This design comes from an exercise in tuning for small area on the open sky130 flow, not from production work. At most, simulation tests tie the RTL to the original design; equivalence was not proved. The RTL of run 2 was laid out without a check of its function. No activity file was given, so power comes from the tool's default toggle rates.

==> flow/design.v (outline; a module is shown in full before it is edited, if it fits) <==
// module usb3_crc_cw: 15 lines
// module usb3_crc_hp: 162 lines
// module usb3_crc_dpptx: 278 lines
// module usb3_link: 1736 lines
module usb3_link (
input	wire			local_clk,
input	wire			reset_n,
input	wire	[4:0]	ltssm_state,
input	wire			ltssm_hot_reset,
output	reg				ltssm_go_disabled,
output	reg		[2:0]	ltssm_go_u,
output	reg				ltssm_go_recovery,
input	wire	[31:0]	in_data,
input	wire	[3:0]	in_datak,
input	wire			in_active,
output	reg		[31:0]	outp_data,
output	reg		[3:0]	outp_datak,
output	reg				outp_active,
input	wire			out_stall,
input	wire	[1:0]	endp_mode_rx,
input	wire	[1:0]	endp_mode_tx,
input	wire	[6:0]	dev_addr,
output	reg				prot_rx_tp,
output	reg				prot_rx_tp_hosterr,
output	reg				prot_rx_tp_retry,
output	reg				prot_rx_tp_pktpend,
output	reg		[3:0]	prot_rx_tp_subtype,
output	reg		[3:0]	prot_rx_tp_endp,
output	reg		[4:0]	prot_rx_tp_nump,
output	reg		[4:0]	prot_rx_tp_seq,
output	reg		[15:0]	prot_rx_tp_stream,
output	reg				prot_rx_dph,
output	reg				prot_rx_dph_eob,
output	reg				prot_rx_dph_setup,
output	reg				prot_rx_dph_pktpend,
output	reg		[3:0]	prot_rx_dph_endp,
output	reg		[4:0]	prot_rx_dph_seq,
output	reg		[15:0]	prot_rx_dph_len,
output	reg				prot_rx_dpp_start,
output	reg				prot_rx_dpp_done,
output	reg				prot_rx_dpp_crcgood,
input	wire			prot_tx_tp_a,
input	wire			prot_tx_tp_a_retry,
input	wire			prot_tx_tp_a_dir,
input	wire	[3:0]	prot_tx_tp_a_subtype,
input	wire	[3:0]	prot_tx_tp_a_endp,
input	wire	[4:0]	prot_tx_tp_a_nump,
input	wire	[4:0]	prot_tx_tp_a_seq,
input	wire	[15:0]	prot_tx_tp_a_stream,
output	reg				prot_tx_tp_a_ack,
input	wire			prot_tx_tp_b,
input	wire			prot_tx_tp_b_retry,
input	wire			prot_tx_tp_b_dir,
input	wire	[3:0]	prot_tx_tp_b_subtype,
input	wire	[3:0]	prot_tx_tp_b_endp,
input	wire	[4:0]	prot_tx_tp_b_nump,
input	wire	[4:0]	prot_tx_tp_b_seq,
input	wire	[15:0]	prot_tx_tp_b_stream,
output	reg				prot_tx_tp_b_ack,
input	wire			prot_tx_tp_c,
input	wire			prot_tx_tp_c_retry,
input	wire			prot_tx_tp_c_dir,
input	wire	[3:0]	prot_tx_tp_c_subtype,
input	wire	[3:0]	prot_tx_tp_c_endp,
input	wire	[4:0]	prot_tx_tp_c_nump,
input	wire	[4:0]	prot_tx_tp_c_seq,
input	wire	[15:0]	prot_tx_tp_c_stream,
output	reg				prot_tx_tp_c_ack,
input	wire			prot_tx_dph,
input	wire			prot_tx_dph_eob,
input	wire			prot_tx_dph_dir,
input	wire	[3:0]	prot_tx_dph_endp,
input	wire	[4:0]	prot_tx_dph_seq,
input	wire	[15:0]	prot_tx_dph_len,
output	reg				prot_tx_dpp_ack,
output	reg				prot_tx_dpp_done,
output	reg		[8:0]	buf_in_addr,
output	reg		[31:0]	buf_in_data,
output	reg				buf_in_wren,
input	wire			buf_in_ready,
output	reg				buf_in_commit,
output	reg		[10:0]	buf_in_commit_len,
input	wire			buf_in_commit_ack,
output	reg		[9:0]	buf_out_addr,
input	wire	[31:0]	buf_out_q,
input	wire	[10:0]	buf_out_len,
input	wire			buf_out_hasdata,
output	reg				buf_out_arm,
input	wire			buf_out_arm_ack,
output	reg				err_lbad,
output	reg				err_lbad_recv,
output	reg				err_stuck_hpseq,
output	reg				err_lcmd_undefined,
output	reg				err_lcrd_mismatch,
output	reg				err_lgood_order,
output	reg				err_lgood_missed,
output	reg				err_pending_hp,
output	reg				err_credit_hp,
  // ...
==> flow/flow/run.sh <==
#!/bin/bash
# Own layout flow: the standard layout (standard.sh) with one change to
# synthesis. The synthesis is ORFS's synth.tcl run through synth_recipe.tcl as
# the standard flow runs it, except that the ABC technology-mapping step uses
# flow/area.abc (area-recovering mapping, no speed-driven buffering) instead of
# ORFS's abc_speed.script. Flip-flops are mapped by dfflibmap before ABC runs,
# so the registers, their names and their cell types are the standard ones.
# Each tool's output goes to its own log in this folder.
set -euo pipefail
W=$(pwd)

# synth.tcl with the ABC call replaced
sed 's|^  log_cmd abc {\*}\$abc_args$|  log_cmd abc -script '"$W"'/flow/area.abc {*}$lib_args {*}$lib_dont_use_args|' \
  "$FLOW_HOME/scripts/synth.tcl" > "$W/area_synth.tcl"
grep -q 'flow/area.abc' "$W/area_synth.tcl"
# The standard flow's synthesis wrapper, sourcing that synth.tcl
sed 's|source \$::env(SCRIPTS_DIR)/synth.tcl|source '"$W"'/area_synth.tcl|' \
  "$W/synth_recipe.tcl" > "$W/area_synth_recipe.tcl"
grep -q 'area_synth.tcl' "$W/area_synth_recipe.tcl"

# synthesis into the folder standard.sh uses, then the standard flow from there
make -C "$FLOW_HOME" DESIGN_CONFIG="$W/config.mk" WORK_HOME="$W/orfs" CLKGATE_MAP_FILE= \
  SYNTH_SCRIPT="$W/area_synth_recipe.tcl" synth > "$W/synth.log" 2>&1
# clock tree: sink clusters of up to 25 flip-flops under one clkbuf_16, and no
# dummy loads (they only balance an already small skew)
export CTS_ARGS="-sink_clustering_enable -repair_clock_nets -dont_use_dummy_load -sink_clustering_size 25 -sink_clustering_max_diameter 100 -buf_list sky130_fd_sc_hd__clkbuf_16"
bash "$W/standard.sh" > "$W/layout.log" 2>&1
test -f "$W/out/final.def"
==> flow/flow/area.abc <==
strash
&get -n
&st
&dch
&nf
&put
strash
&get -n
&st
&syn2
&dch
&nf -a
&put
strash
&get -n
&st
&syn2
&dch
&nf -a
&put
==> flow/standard.sh <==
#!/bin/bash
# synth_recipe.tcl (not shown) runs the flow's synth.tcl, then flattens the netlist and writes it again
# the make line also repeats each setting of config.mk as NAME=value (left out here)
make -C /OpenROAD-flow-scripts/flow DESIGN_CONFIG=/design/flow/config.mk WORK_HOME=/design/flow/orfs CLKGATE_MAP_FILE= SYNTH_SCRIPT=/design/flow/synth_recipe.tcl "${@:-finish}"
==> flow/config.mk <==
export PLATFORM = sky130hd
export DESIGN_NAME = usb3_link
export DESIGN_NICKNAME = usb3_link
export VERILOG_FILES = /design/flow/design.v
export SDC_FILE = /design/flow/constraint.sdc
export NUM_CORES = 4
export LEC_CHECK = 0
export CAP_MARGIN = 20
export CORE_MARGIN = 2
export CORE_UTILIZATION = 40
export SLEW_MARGIN = 20
==> flow/constraint.sdc <==
create_clock -name core_clock -period 8.0 [get_ports {local_clk}]
set_input_delay 1.6000 -clock core_clock [delete_from_list [all_inputs] [get_ports {local_clk}]]
set_output_delay 1.6000 -clock core_clock [all_outputs]
set_load 0.01 [all_outputs]
==> insert_results.sql, run 1 <==
INSERT INTO impl_metrics (metric_group, metric, value, unit) VALUES
('pwr', 'intPower', '0.0157', 'W'),
('synth', 'synth_compound_gate_area_share', '0.110', ''),
('timing', 'slew-limit-headroom', '0.243', ''),
('floorplan', 'floorplan.initialDensity', '0.402', ''),
('worst_setup_path', 'worst_ep_arrival_time', '6.83', 'ns'),
('worst_hold_path', 'timing.hold.worst_path_depth', '0', ''),
('run', 'cap_violations', '0', ''),
('detailed_routing', 'detail_route.wirelength', '189', 'mm'),
('cts', 'cts.repair_timing.setup_buffer_count', '0', ''),
('layout', 'seq_cells', '1553', ''),
('floorplan', 'die_area', '163000', 'µm²'),
('worst_setup_path', 'path_cells', 'clkinv_1 > ha_1 > o21bai_1 > nand2_1 > xnor2_1 > xnor2_1 > xnor3_1 > xor2_1 > xor2_1 > mux2i_1 > a221oi_1 > a221o_1 > a221oi_1', ''),
('layout', 'n_antenna_cell', '5', ''),
('floorplan', 'io_pins', '438', ''),
('cts', 'clockRootBuffer', 'sky130_fd_sc_hd__clkbuf_16', ''),
('worst_setup_path', 'ff2ff_setup_slack', '1.73', 'ns'),
('worst_setup_path', 'setup.worst_path.end_class', 'flop', ''),
('pwr', 'pg_comb', '0.0118', 'W'),
('layout', 'numnets_final', '6348', ''),
('synth', 'synth.avg_cell_area', '11.8', 'µm²'),
('layout', 'final_layout_size_suffix_gt1_frac', '0.0573', ''),
('detailed_routing', 'first_pass_iters', '8', ''),
('layout', 'post_layout_nonfiller_instances', '8081', ''),
('worst_setup_path', 'critPathRequiredTime', '8.56', 'ns'),
('global_route', 'gr-usage-all-layers', '0.227', ''),
('status', 'run_status', 'timing/DRC/antenna clean', ''),
('layout', 'multi_input_combinational_area_share', '0.344', ''),
('global_route', 'busiest_layer', 'met2', ''),
('pwr', 'clk_pwr', '0.00412', 'W'),
('pwr', 'switching_share', '0.372', ''),
('timing', 'finalCritPeriodShare', '0.784', ''),
('worst_setup_path', 'worstReg2RegStart', 'out_dpp_length_remain_1[0]$_DFFE_PP_', ''),
('cts', 'cts_hold_repair.buffers', '0', ''),
('synth', 'synth_adder_area_share', '0.0196', '');
==> run 2: changes to the inputs <==
--- a/flow/design.v
+++ b/flow/design.v
@@ -170,16 +170,173 @@
 	if(rst) begin
 		q <= {16{1'b1}};
 	end
 	else begin
 		q <= crc_en ? c : q;
 	end
 end
 endmodule
+module usb3_crc_hprx(
+input	wire	[31:0] 	di,
+input	wire			en,
+input	wire			set,
+output	wire	[15:0] 	crc_out,
+input	wire			clk
+);
+reg [15:0]	q;
+wire [15:0]	c;
+wire [31:0] d = {	di[0 ],di[1 ],di[2 ],di[3 ],di[4 ],di[5 ],di[6 ],di[7],
+					di[8 ],di[9 ],di[10],di[11],di[12],di[13],di[14],di[15],
+					di[16],di[17],di[18],di[19],di[20],di[21],di[22],di[23],
+					di[24],di[25],di[26],di[27],di[28],di[29],di[30],di[31]};
+wire [31:0] x = d ^ {q, 16'h0};
+assign crc_out = ~{	q[0], q[1], q[2], q[3], q[4], q[5], q[6], q[7], 
+					q[8], q[9], q[10],q[11],q[12],q[13],q[14],q[15]};
+wire hx_0 = x[12] ^ x[20];
+wire hx_1 = x[15] ^ x[23];
+wire hx_2 = x[17] ^ x[25];
+wire hx_3 = x[16] ^ x[24];
+wire hx_4 = x[18] ^ x[19];
+wire hx_5 = x[27] ^ x[28];
+wire hx_6 = x[8] ^ x[22];
+wire hx_7 = x[13] ^ x[21];
+wire hx_8 = x[9] ^ hx_2;
+wire hx_9 = x[26] ^ hx_4;
+wire hx_10 = x[14] ^ hx_3;
+wire hx_11 = hx_0 ^ hx_6;
+wire hx_12 = x[6] ^ x[10];
+wire hx_13 = x[11] ^ x[30];
+wire hx_14 = x[31] ^ hx_1;
+wire hx_15 = hx_10 ^ hx_11;
+wire hx_16 = x[5] ^ hx_8;
+wire hx_17 = x[29] ^ hx_7;
+wire hx_18 = x[7] ^ hx_5;
+wire hx_19 = hx_9 ^ hx_12;
+wire hx_20 = x[4] ^ hx_15;
+wire hx_21 = hx_14 ^ hx_17;
+wire hx_22 = hx_13 ^ hx_18;
+wire hx_23 = hx_1 ^ hx_16;
+wire hx_24 = x[1] ^ hx_16;
+wire hx_25 = x[3] ^ hx_7;
+wire hx_26 = x[9] ^ x[30];
+wire hx_27 = hx_5 ^ hx_26;
+wire hx_28 = x[0] ^ x[26];
+wire hx_29 = hx_3 ^ hx_5;
+wire hx_30 = x[27] ^ hx_19;
+wire hx_31 = x[31] ^ hx_0;
+wire hx_32 = hx_9 ^ hx_14;
+wire hx_33 = x[14] ^ x[22];
+wire hx_34 = x[2] ^ hx_12;
+wire hx_35 = x[11] ^ hx_25;
+wire hx_36 = x[4] ^ hx_6;
+wire hx_37 = x[10] ^ x[29];
+wire hx_38 = x[0] ^ hx_13;
+wire hx_39 = hx_2 ^ hx_20;
+wire hx_40 = x[2] ^ hx_30;
+wire hx_41 = x[28] ^ hx_37;
+wire hx_42 = hx_18 ^ hx_19;
+wire hx_43 = hx_22 ^ hx_33;
+wire hx_44 = hx_10 ^ hx_35;
+wire hx_45 = x[4] ^ x[8];
+wire hx_46 = x[28] ^ hx_0;
+wire hx_47 = hx_21 ^ hx_28;
+wire hx_48 = hx_45 ^ hx_46;
+wire hx_49 = hx_47 ^ hx_48;
+wire hx_50 = x[1] ^ x[5];
+wire hx_51 = hx_14 ^ hx_20;
+wire hx_52 = hx_27 ^ hx_28;
+wire hx_53 = hx_50 ^ hx_51;
+wire hx_54 = hx_52 ^ hx_53;
+wire hx_55 = hx_21 ^ hx_24;
+wire hx_56 = hx_29 ^ hx_34;
+wire hx_57 = hx_55 ^ hx_56;
+wire hx_58 = x[7] ^ x[18];
+wire hx_59 = hx_14 ^ hx_25;
+wire hx_60 = hx_34 ^ hx_38;
+wire hx_61 = hx_39 ^ hx_58;
+wire hx_62 = hx_59 ^ hx_60;
+wire hx_63 = hx_61 ^ hx_62;
+wire hx_64 = x[7] ^ x[12];
+wire hx_65 = hx_24 ^ hx_32;
+wire hx_66 = hx_36 ^ hx_44;
+wire hx_67 = hx_64 ^ hx_65;
+wire hx_68 = hx_66 ^ hx_67;
+wire hx_69 = x[13] ^ hx_20;
+wire hx_70 = hx_23 ^ hx_40;
+wire hx_71 = hx_69 ^ hx_70;
+wire hx_72 = x[20] ^ hx_23;
+wire hx_73 = hx_42 ^ hx_44;
+wire hx_74 = hx_72 ^ hx_73;
+wire hx_75 = x[11] ^ x[15];
+wire hx_76 = x[21] ^ x[29];
+wire hx_77 = hx_39 ^ hx_42;
+wire hx_78 = hx_75 ^ hx_76;
+wire hx_79 = hx_77 ^ hx_78;
+wire hx_80 = x[16] ^ hx_9;
+wire hx_81 = hx_11 ^ hx_17;
+wire hx_82 = hx_22 ^ hx_23;
+wire hx_83 = hx_80 ^ hx_81;
+wire hx_84 = hx_82 ^ hx_83;
+wire hx_85 = x[17] ^ x[23];
+wire hx_86 = x[31] ^ hx_15;
+wire hx_87 = hx_17 ^ hx_19;
+wire hx_88 = hx_27 ^ hx_85;
+wire hx_89 = hx_86 ^ hx_87;
+wire hx_90 = hx_88 ^ hx_89;
+wire hx_91 = x[10] ^ x[20];
+wire hx_92 = x[24] ^ hx_4;
+wire hx_93 = hx_8 ^ hx_21;
+wire hx_94 = hx_43 ^ hx_91;
+wire hx_95 = hx_92 ^ hx_93;
+wire hx_96 = hx_94 ^ hx_95;
+wire hx_97 = x[21] ^ x[25];
+wire hx_98 = hx_13 ^ hx_15;
+wire hx_99 = hx_32 ^ hx_41;
+wire hx_100 = hx_97 ^ hx_98;
+wire hx_101 = hx_99 ^ hx_100;
+wire hx_102 = x[19] ^ hx_8;
+wire hx_103 = hx_29 ^ hx_36;
+wire hx_104 = hx_38 ^ hx_102;
+wire hx_105 = hx_103 ^ hx_104;
+wire hx_106 = x[18] ^ x[23];
+wire hx_107 = x[26] ^ hx_24;
+wire hx_108 = hx_31 ^ hx_41;
+wire hx_109 = hx_106 ^ hx_107;
+wire hx_110 = hx_108 ^ hx_109;
+wire hx_111 = x[24] ^ hx_13;
+wire hx_112 = hx_17 ^ hx_40;
+wire hx_113 = hx_111 ^ hx_112;
+wire hx_114 = x[3] ^ x[19];
+wire hx_115 = x[25] ^ hx_31;
+wire hx_116 = hx_43 ^ hx_114;
+wire hx_117 = hx_115 ^ hx_116;
+assign c[0] = hx_49;
+assign c[1] = hx_54;
+assign c[2] = hx_57;
+assign c[3] = hx_63;
+assign c[4] = hx_68;
+assign c[5] = hx_71;
+assign c[6] = hx_74;
+assign c[7] = hx_79;
+assign c[8] = hx_84;
+assign c[9] = hx_90;
+assign c[10] = hx_96;
+assign c[11] = hx_101;
+assign c[12] = hx_105;
+assign c[13] = hx_110;
+assign c[14] = hx_113;
+assign c[15] = hx_117;
+always @(posedge clk) begin
+	if(set)
+		q <= {16{1'b1}};
+	else if(en)
+		q <= c;
+end
+endmodule
 module usb3_crc_dpptx(
 input	wire	[31:0]	di,
 input	wire	[1:0]	part,
 input	wire			hold,
 output	wire	[31:0]	crc_out,
 output	wire	[31:0]	crc_q,
 input	wire			set,
 input	wire			set_next,
@@ -1043,17 +1200,16 @@
 	tx_lcmd_act_1 <= tx_lcmd_act;
 	tx_lcmd_done <= 0;
 	if(tx_lcmd_do) tx_lcmd_queue <= 1;
 	tx_hp_act <= 0;
 	tx_hp_act_1 <= tx_hp_act;
 	tx_hp_done <= 0;
 	if(tx_hp_do) tx_hp_queue <= 1;
 	rx_lcmd_act <= 0;
-	crc_hprx_rst <= 0;
 	crc_hptx_rst <= 0;
 	crc_dpptx_rst <= 0;
 	buf_in_wren <= 0;
 	buf_in_commit <= 0;
 	buf_out_arm <= 0;
 	buf_in_ready_1 <= buf_in_ready;
 	prot_rx_tp <= 0;
 	prot_rx_dph <= 0;
@@ -1215,37 +1371,34 @@
 	LINK_RECV_IDLE: begin
 		if(ltssm_state == LT_U0 && in_active) begin
 			if({in_data, in_datak} == {32'hFEFEFEF7, 4'b1111}) begin
 				u0_recovery_timeout <= 0;
 				recv_state <= LINK_RECV_CMDW_0;
 			end
 			if({in_data, in_datak} == {32'hFBFBFBF7, 4'b1111}) begin
 				rc <= 0;
-				crc_hprx_rst <= 1;
 				recv_state <= LINK_RECV_HP_0;
 			end
 		end
 	end
 	LINK_RECV_HP_0: begin
 		if(in_active) begin
 			case(rx_cred_idx)
 			0: begin {ihw2_a, ihw1_a, ihw0_a} <= {swap32(in_data), ihw2_a, ihw1_a[16:0]}; ihz_a <= {1'b0, ihz_a[2:1]}; end
 			1: begin {ihw2_b, ihw1_b, ihw0_b} <= {swap32(in_data), ihw2_b, ihw1_b[16:0]}; ihz_b <= {1'b0, ihz_b[2:1]}; end
 			2: begin {ihw2_c, ihw1_c, ihw0_c} <= {swap32(in_data), ihw2_c, ihw1_c[16:0]}; ihz_c <= {1'b0, ihz_c[2:1]}; end
 			3: begin {ihw2_d, ihw1_d, ihw0_d} <= {swap32(in_data), ihw2_d, ihw1_d[16:0]}; ihz_d <= {1'b0, ihz_d[2:1]}; end
 			endcase
-			crc_hprx_in <= swap32(in_data);
 			if(rc == 2) recv_state <= LINK_RECV_HP_1;
 		end else rc <= rc;
-		if(~in_active && rc == 0) crc_hprx_rst <= 1;
 	end
 	LINK_RECV_HP_1: begin
 		if(in_active) begin
-			in_header_crc_ok <= (crc_hprx_next_out == in_data_swap16[31:16]);
+			in_header_crc_ok <= (crc_hprx_out == in_data_swap16[31:16]);
 			in_header_seq <= in_data_swap16[2:0];
 			in_header_cw_ok <= (crc_in_cw_out == in_data_swap16[15:11]);
 			recv_state <= LINK_RECV_IDLE;
 			if(!rx_hdr_seq_ignore) begin
 				check_hp_state <= CHECK_HP_0;
 			end
 		end
 	end
@@ -2092,17 +2245,16 @@
 		sent_u0_adv <= 0;
 		queue_send_u0_portcap <= 0;
 		sent_u0_portcap <= 0;
 		recv_u0_adv <= 0;
 		rc <= 0;
 		sc <= 0;
 		crc_dpptx_rst <= 0;
 		crc_dpptx_in <= 0;
-		crc_hprx_rst <= 0;
 		crc_hptx_rst <= 0;
 		send_state <= LINK_SEND_RESET;
 		recv_state <= LINK_RECV_RESET;
 		expect_state <= LINK_EXPECT_RESET;
 		queue_state <= LINK_QUEUE_RESET;
 		rd_lcmd_state <= RD_LCMD_RESET;
 		rd_hp_state <= RD_HP_RESET;
 		wr_lcmd_state <= WR_LCMD_RESET;
@@ -2144,27 +2296,24 @@
 	.set		( crc_dpptx_rst ),
 	.set_next	( write_dpp_state == WRITE_DPP_1 && reset_n ),
 	.di			( crc_dpptx_in ),
 	.part		( crc_dpptx_part ),
 	.hold		( write_dpp_state == WRITE_DPP_2 && ~out_dpp_length_remain_1[2] ),
 	.crc_out	( crc_dpptx_out_r ),
 	.crc_q		( crc_dpptx_q )
 );
-	reg				crc_hprx_rst;
-	reg		[31:0]	crc_hprx_in;
 	wire	[15:0]	crc_hprx_out;
-	wire	[15:0]	crc_hprx_next_out;
-usb3_crc_hp iu3chprx (
+usb3_crc_hprx iu3chprx (
 	.clk		( local_clk ),
-	.rst		( crc_hprx_rst ),
-	.crc_en		( in_active ),
-	.di			( crc_hprx_in ),
-	.crc_out	( crc_hprx_out ),
-	.crc_next_out	( crc_hprx_next_out )
+	.set		( recv_state == LINK_RECV_IDLE && ltssm_state == LT_U0 && in_active &&
+				  {in_data, in_datak} == {32'hFBFBFBF7, 4'b1111} ),
+	.en			( recv_state == LINK_RECV_HP_0 && in_active ),
+	.di			( swap32(in_data) ),
+	.crc_out	( crc_hprx_out )
 );
 	reg				crc_hptx_rst;
 	wire	[31:0]	crc_hptx_in = swap32(out_data_2);
 	wire	[15:0]	crc_hptx_out;
 usb3_crc_hp iu3chptx (
 	.clk		( local_clk ),
 	.rst		( crc_hptx_rst ),
 	.crc_en		( 1'b1 ),
--- a/flow/flow/run.sh
+++ b/flow/flow/run.sh
@@ -19,10 +19,12 @@
 grep -q 'area_synth.tcl' "$W/area_synth_recipe.tcl"
 
 # synthesis into the folder standard.sh uses, then the standard flow from there
 make -C "$FLOW_HOME" DESIGN_CONFIG="$W/config.mk" WORK_HOME="$W/orfs" CLKGATE_MAP_FILE= \
   SYNTH_SCRIPT="$W/area_synth_recipe.tcl" synth > "$W/synth.log" 2>&1
 # clock tree: sink clusters of up to 25 flip-flops under one clkbuf_16, and no
 # dummy loads (they only balance an already small skew)
 export CTS_ARGS="-sink_clustering_enable -repair_clock_nets -dont_use_dummy_load -sink_clustering_size 25 -sink_clustering_max_diameter 100 -buf_list sky130_fd_sc_hd__clkbuf_16"
+# every input and output port still gets its own buffer, the smallest one
+export BUFFER_PORTS_ARGS="-buffer_cell sky130_fd_sc_hd__buf_1"
 bash "$W/standard.sh" > "$W/layout.log" 2>&1
 test -f "$W/out/final.def"
==> flow/flow/area.abc (replaced) <==
strash
dc2
&get -n
&st
&dch
&nf
&put
strash
&get -n
&st
&dc2
&syn2
&dch -f
&nf -a
&put
strash
&get -n
&st
&dc2
&syn2
&dch -f
&nf -a
&put
==> flow/config.mk (replaced) <==
export PLATFORM = sky130hd
export DESIGN_NAME = usb3_link
export DESIGN_NICKNAME = usb3_link
export VERILOG_FILES = /design/flow/design.v
export SDC_FILE = /design/flow/constraint.sdc
export NUM_CORES = 4
export LEC_CHECK = 0
export CAP_MARGIN = 10
export CORE_MARGIN = 2
export CORE_UTILIZATION = 55
export SLEW_MARGIN = 10
==> insert_results.sql, run 2 <==
INSERT INTO impl_metrics (metric_group, metric, value, unit) VALUES
('synth', 'synthesis.instances', '5580', ''),
('layout', 'design_area', '67600', 'µm²'),
('layout', 'final_core_util', '0.610', ''),
('worst_setup_path', 'cp.depth', '19', ''),
('cts', 'cts.repair_timing.setup_buffer_count', '0', ''),
('cts', 'cts.sinks', '1520', ''),
('timing', 'setup_repair_after_global_routing_missed_its_margin', 'false', ''),
('global_route', 'gr-usage-all-layers', '0.306', ''),
('synth', 'yosysMostFrequentCell', 'sky130_fd_sc_hd__dfxtp_1', ''),
('worst_setup_path', 'worst_r2r_path_depth', '19', ''),
('timing', 'hold_slack', '0.314', 'ns'),
('timing', 'min_period', '6.12', 'ns'),
('worst_setup_path', 'worstSetupEndpoint', 'out_data[5]$_SDFF_PN0_', ''),
('pwr', 'p_switching', '0.0120', 'W'),
('floorplan', 'io_pins', '438', ''),
('pwr', 'seq_power_share', '0.325', ''),
('worst_setup_path', 'worst_r2r_endpoint', 'out_data[5]$_SDFF_PN0_', ''),
('timing', 'finalMaxSlewViolations', '0', ''),
('cts', 'clockBufferDepth', '3', ''),
('layout', 'mostFrequentLayoutCells', 'sky130_fd_sc_hd__dfxtp_1, sky130_fd_sc_hd__edfxtp_1, sky130_fd_sc_hd__nor2_1', ''),
('detailed_routing', 'via_per_inst', '5.98', ''),
('worst_setup_path', 'timing.critical_path.from_type', 'flop', ''),
('worst_hold_path', 'worst_hold_path_type', 'flop to flop', ''),
('global_route', 'grt.overflow.total', '0', ''),
('cts', 'insertion_delay', '0.68', 'ns'),
('place', 'postPlaceCellArea', '65800', 'µm²'),
('worst_setup_path', 'ff2ff_setup_slack', '1.88', 'ns'),
('detailed_routing', 'drt-wirelength-per-cell', '23.6', 'µm'),
('synth', 'synth-edff-count', '649', ''),
('floorplan', 'die-width', '338', 'µm'),
('pwr', 'p_comb_frac', '0.538', ''),
('detailed_routing', 'drc', '0', ''),
('floorplan', 'core.rowCount', '122', ''),
('floorplan', 'floorplan.initialDensity', '0.555', ''),
('pwr', 'vdd_drop_max', '0.752', 'mV'),
('global_route', 'grt_first_pass_wirelength', '270', 'mm'),
('layout', 'num-fill-cells', '9323', ''),
('worst_setup_path', 'crit_path_max_incr_delay', '0.76', 'ns'),
('detailed_routing', 'route.vias.total', '45800', ''),
('worst_setup_path', 'worst_path_max_delay_cell', 'sky130_fd_sc_hd__ha_1', ''),
('worst_setup_path', 'crit_buf_inv', '3', ''),
('floorplan', 'coreArea', '111000', 'µm²'),
('synth', 'netlist_top_cells_area', 'sky130_fd_sc_hd__edfxtp_1, sky130_fd_sc_hd__dfxtp_1, sky130_fd_sc_hd__xnor2_1, sky130_fd_sc_hd__nor2_1, sky130_fd_sc_hd__o21ai_0', ''),
('place', 'buffer_ports.inserted', '415', ''),
('worst_setup_path', 'timing.critical_path.fanout_max', '31', ''),
('synth', 'asyncSetResetFlopFracSynth', '0.0105', ''),
('timing', 'worst-slew-pin-transition', '1.17', 'ns'),
('layout', 'area_growth_syn_to_layout', '9.95', '%'),
('synth', 'postSynth.topFlopCell', 'sky130_fd_sc_hd__dfxtp_1', ''),
('layout', 'layout_commonest_cell', 'sky130_fd_sc_hd__dfxtp_1', ''),
('detailed_routing', 'detail_route.wirelength', '180', 'mm'),
('synth', 'yosysWarningCount', '4', ''),
('pwr', 'intPower', '0.0168', 'W'),
('synth', 'seq_area_frac_synth', '0.602', ''),
('global_route', 'grt_start_max_net_pins', '76', ''),
('global_route', 'grt_pass1_vias', '43800', ''),
('global_route', 'grt_antenna_before_repair', '6', ''),
('timing', 'fmax', '0.164', 'GHz'),
('cts', 'clockRootBuffer', 'sky130_fd_sc_hd__clkbuf_16', ''),
('worst_setup_path', 'worst_ep_arrival_time', '6.59', 'ns'),
('pwr', 'cellPowerDensity', '426', 'nW/µm²'),
('cts', 'clkSlewWorstSetupHoldPaths', '0.10', 'ns'),
('worst_setup_path', 'critPathRequiredTime', '8.48', 'ns'),
('detailed_routing', 'ant_nets', '0', ''),
('timing', 'finalSetupViolations', '0', ''),
('pwr', 'static-leakage-power', '23.1', 'nW'),
('cts', 'cts_hold_repair.buffers', '0', ''),
('worst_setup_path', 'worstSetupPathType', 'flop to flop', ''),
('detailed_routing', 'first_pass_iters', '7', ''),
('timing', 'final.setup.tns', '0', 'ns'),
('layout', 'final_layout_size_suffix_gt1_frac', '0.0373', ''),
('synth', 'yosys_register_bits', '1520', ''),
('timing', 'finalCritPeriodShare', '0.764', ''),
('cts', 'cts_made_buffers', '72', ''),
('worst_setup_path', 'startpoint', 'out_dpp_length_remain_1[0]$_DFFE_PP_', ''),
('worst_setup_path', 'path_cells', 'clkinv_1 > ha_1 > nand2b_1 > buf_4 > nand2_2 > buf_4 > o22ai_1 > a21oi_1 > xor2_1 > xnor2_1 > xnor2_1 > xnor2_1 > xor2_1 > a21oi_1 > nor2b_1 > a21oi_1 > a221oi_1 > a2111oi_0 > a211oi_1', ''),
('synth', 'synth.avg_cell_area', '11.0', 'µm²'),
('place', 'place.gp.congestion', '0.967', ''),
('synth', 'synth_top_cell_by_area', 'sky130_fd_sc_hd__edfxtp_1', ''),
('run', 'cap_violations', '0', ''),
('timing', 'worst_clock_skew', '0.0752', 'ns'),
('synth', 'synth.cells.most_frequent', 'sky130_fd_sc_hd__dfxtp_1, sky130_fd_sc_hd__edfxtp_1, sky130_fd_sc_hd__nor2_1', ''),
('layout', 'numnets_final', '6513', ''),
('place', 'detailedPlacementHpwl', '127', 'mm'),
('worst_setup_path', 'setup.worst_path.end_class', 'flop', ''),
('pwr', 'switching_share', '0.416', ''),
('pwr', 'power.share.clock', '0.137', ''),
('cts', 'cts.repair.resized', '0', ''),
('synth', 'synthDominantCellAreaShare', '0.317', ''),
('worst_setup_path', 'worstReg2RegStart', 'out_dpp_length_remain_1[0]$_DFFE_PP_', ''),
('synth', 'yosys.cell_types.count', '67', ''),
('cts', 'cts-htree-levels', '3', ''),
('synth', 'syn-cell-area', '61500', 'µm²'),
('status', 'run_status', 'timing/DRC/antenna clean', ''),
('timing', 'finalHoldViolations', '0', ''),
('worst_setup_path', 'crit_family', 'compound AO/OA/AOI/OAI gates', ''),
('detailed_routing', 'drtIter0Drc', '4588', ''),
('timing', 'slew-limit-headroom', '0.221', ''),
('floorplan', 'die_area', '114000', 'µm²'),
('floorplan', 'chipHeight', '338', 'µm'),
('cts', 'tritoncts', 'done', '');
## run 2: layer usage
metal | up-vias | wire [µm] | GRT usage
met5 | - | 27 | 0
met4 | 4 | 8570 | 0.133
met1 | 22200 | 73000 | 0.393
met2 | 1688 | 87300 | 0.519
li1 | 21600 | - | -
met3 | 376 | 11600 | 0.0427
## run 2: worst min path at each step
stage / cells past startpoint / end / start
5_1_grt: 0 / in_data_3[3]$_DFF_P_ / in_data_2[3]$_DFF_P_
4_1_cts: 0 / in_data_3[3]$_DFF_P_ / in_data_2[3]$_DFF_P_
3_3_place_gp: 0 / in_data_5[14]$_DFF_P_ / in_data_4[14]$_DFF_P_
6_report: 0 / in_data_5[1]$_DFF_P_ / in_data_4[1]$_DFF_P_
3_5_place_dp: 0 / in_data_3[25]$_DFF_P_ / in_data_2[25]$_DFF_P_
2_1_floorplan: 0 / in_data_2[0]$_DFF_P_ / in_data_1[0]$_DFF_P_
## run 2: cell families (layout without fill, tap and decap cells)
group,count (synthesis),in the layout,share of synthesized area
adder cells (fa/ha/maj),98,98,0.0201
other,1,4,0.0000610
multiplexers,22,22,0.00358
AO/OA/AOI/OAI,1425,1425,0.144
AND/OR/NAND/NOR,1728,1728,0.129
buffers and inverters,145,734,0.00904
XOR/XNOR,641,641,0.0915
flip-flops,1520,1520,0.602
## run 2: area by class of cell
class	instances	area, µm²	area share
antenna	2	5.00	0.0000740
clock buffer	72	1800	0.0267
inverter	142	542	0.00801
multi-input combinational	3916	24000	0.355
sequential	1520	37000	0.548
tap	1488	1860	0.0275
timing repair buffer	520	2350	0.0348
## run 2: metrics by stage
stage	std cells	setup slack [ns]	total power [W]
after floorplan	5581	1.87	0.0206
after global placement	7586	2.05	0.0247
after detailed placement	7586	2.10	0.0247
after CTS	7658	2.04	0.0286
after global routing	7659	1.48	0.0302
final	7660	1.88	0.0288
## run 2: power by group through the flow
| stage | clock [W] | combinational (W) | sequential, W |
|---|---|---|---|
| 5_1_grt | 0.00428 | 0.0166 | 0.00939 |
| 2_1_floorplan | 0 | 0.0113 | 0.00929 |
| 6_report | 0.00394 | 0.0155 | 0.00936 |
| 3_5_place_dp | 0 | 0.0152 | 0.00951 |
| 4_1_cts | 0.00402 | 0.0153 | 0.00933 |
| 3_3_place_gp | 0 | 0.0152 | 0.00950 |

## afterwards: timing with drivers on the ports
How much do the figures lean on ideal ports? The routed layouts below were timed once more, with nothing changed but the port constraints. Step 1 assumes that a clkbuf_16 drives the clock port and a buf_2 every other input. Step 2 moves the port delays by t, midway between the first and last clock arrival at a register: inputs arrive t later, outputs are due t later. That takes back most of the time a late clock gives input paths. Slacks: no drivers / after step 1 / after step 2; pairs: no drivers / after step 1.
| run | t, ns | slack for setup (ns) | worst slew at a driven data input, ns |
|---|---|---|---|
| run 1 | 0.774 | 1.728 / 1.728 / 1.728 | 0.17 |
| run 2 | 0.735 | 1.885 / 1.885 / 1.885 | 0.16 |
After both steps setup and hold are still met in every run listed.
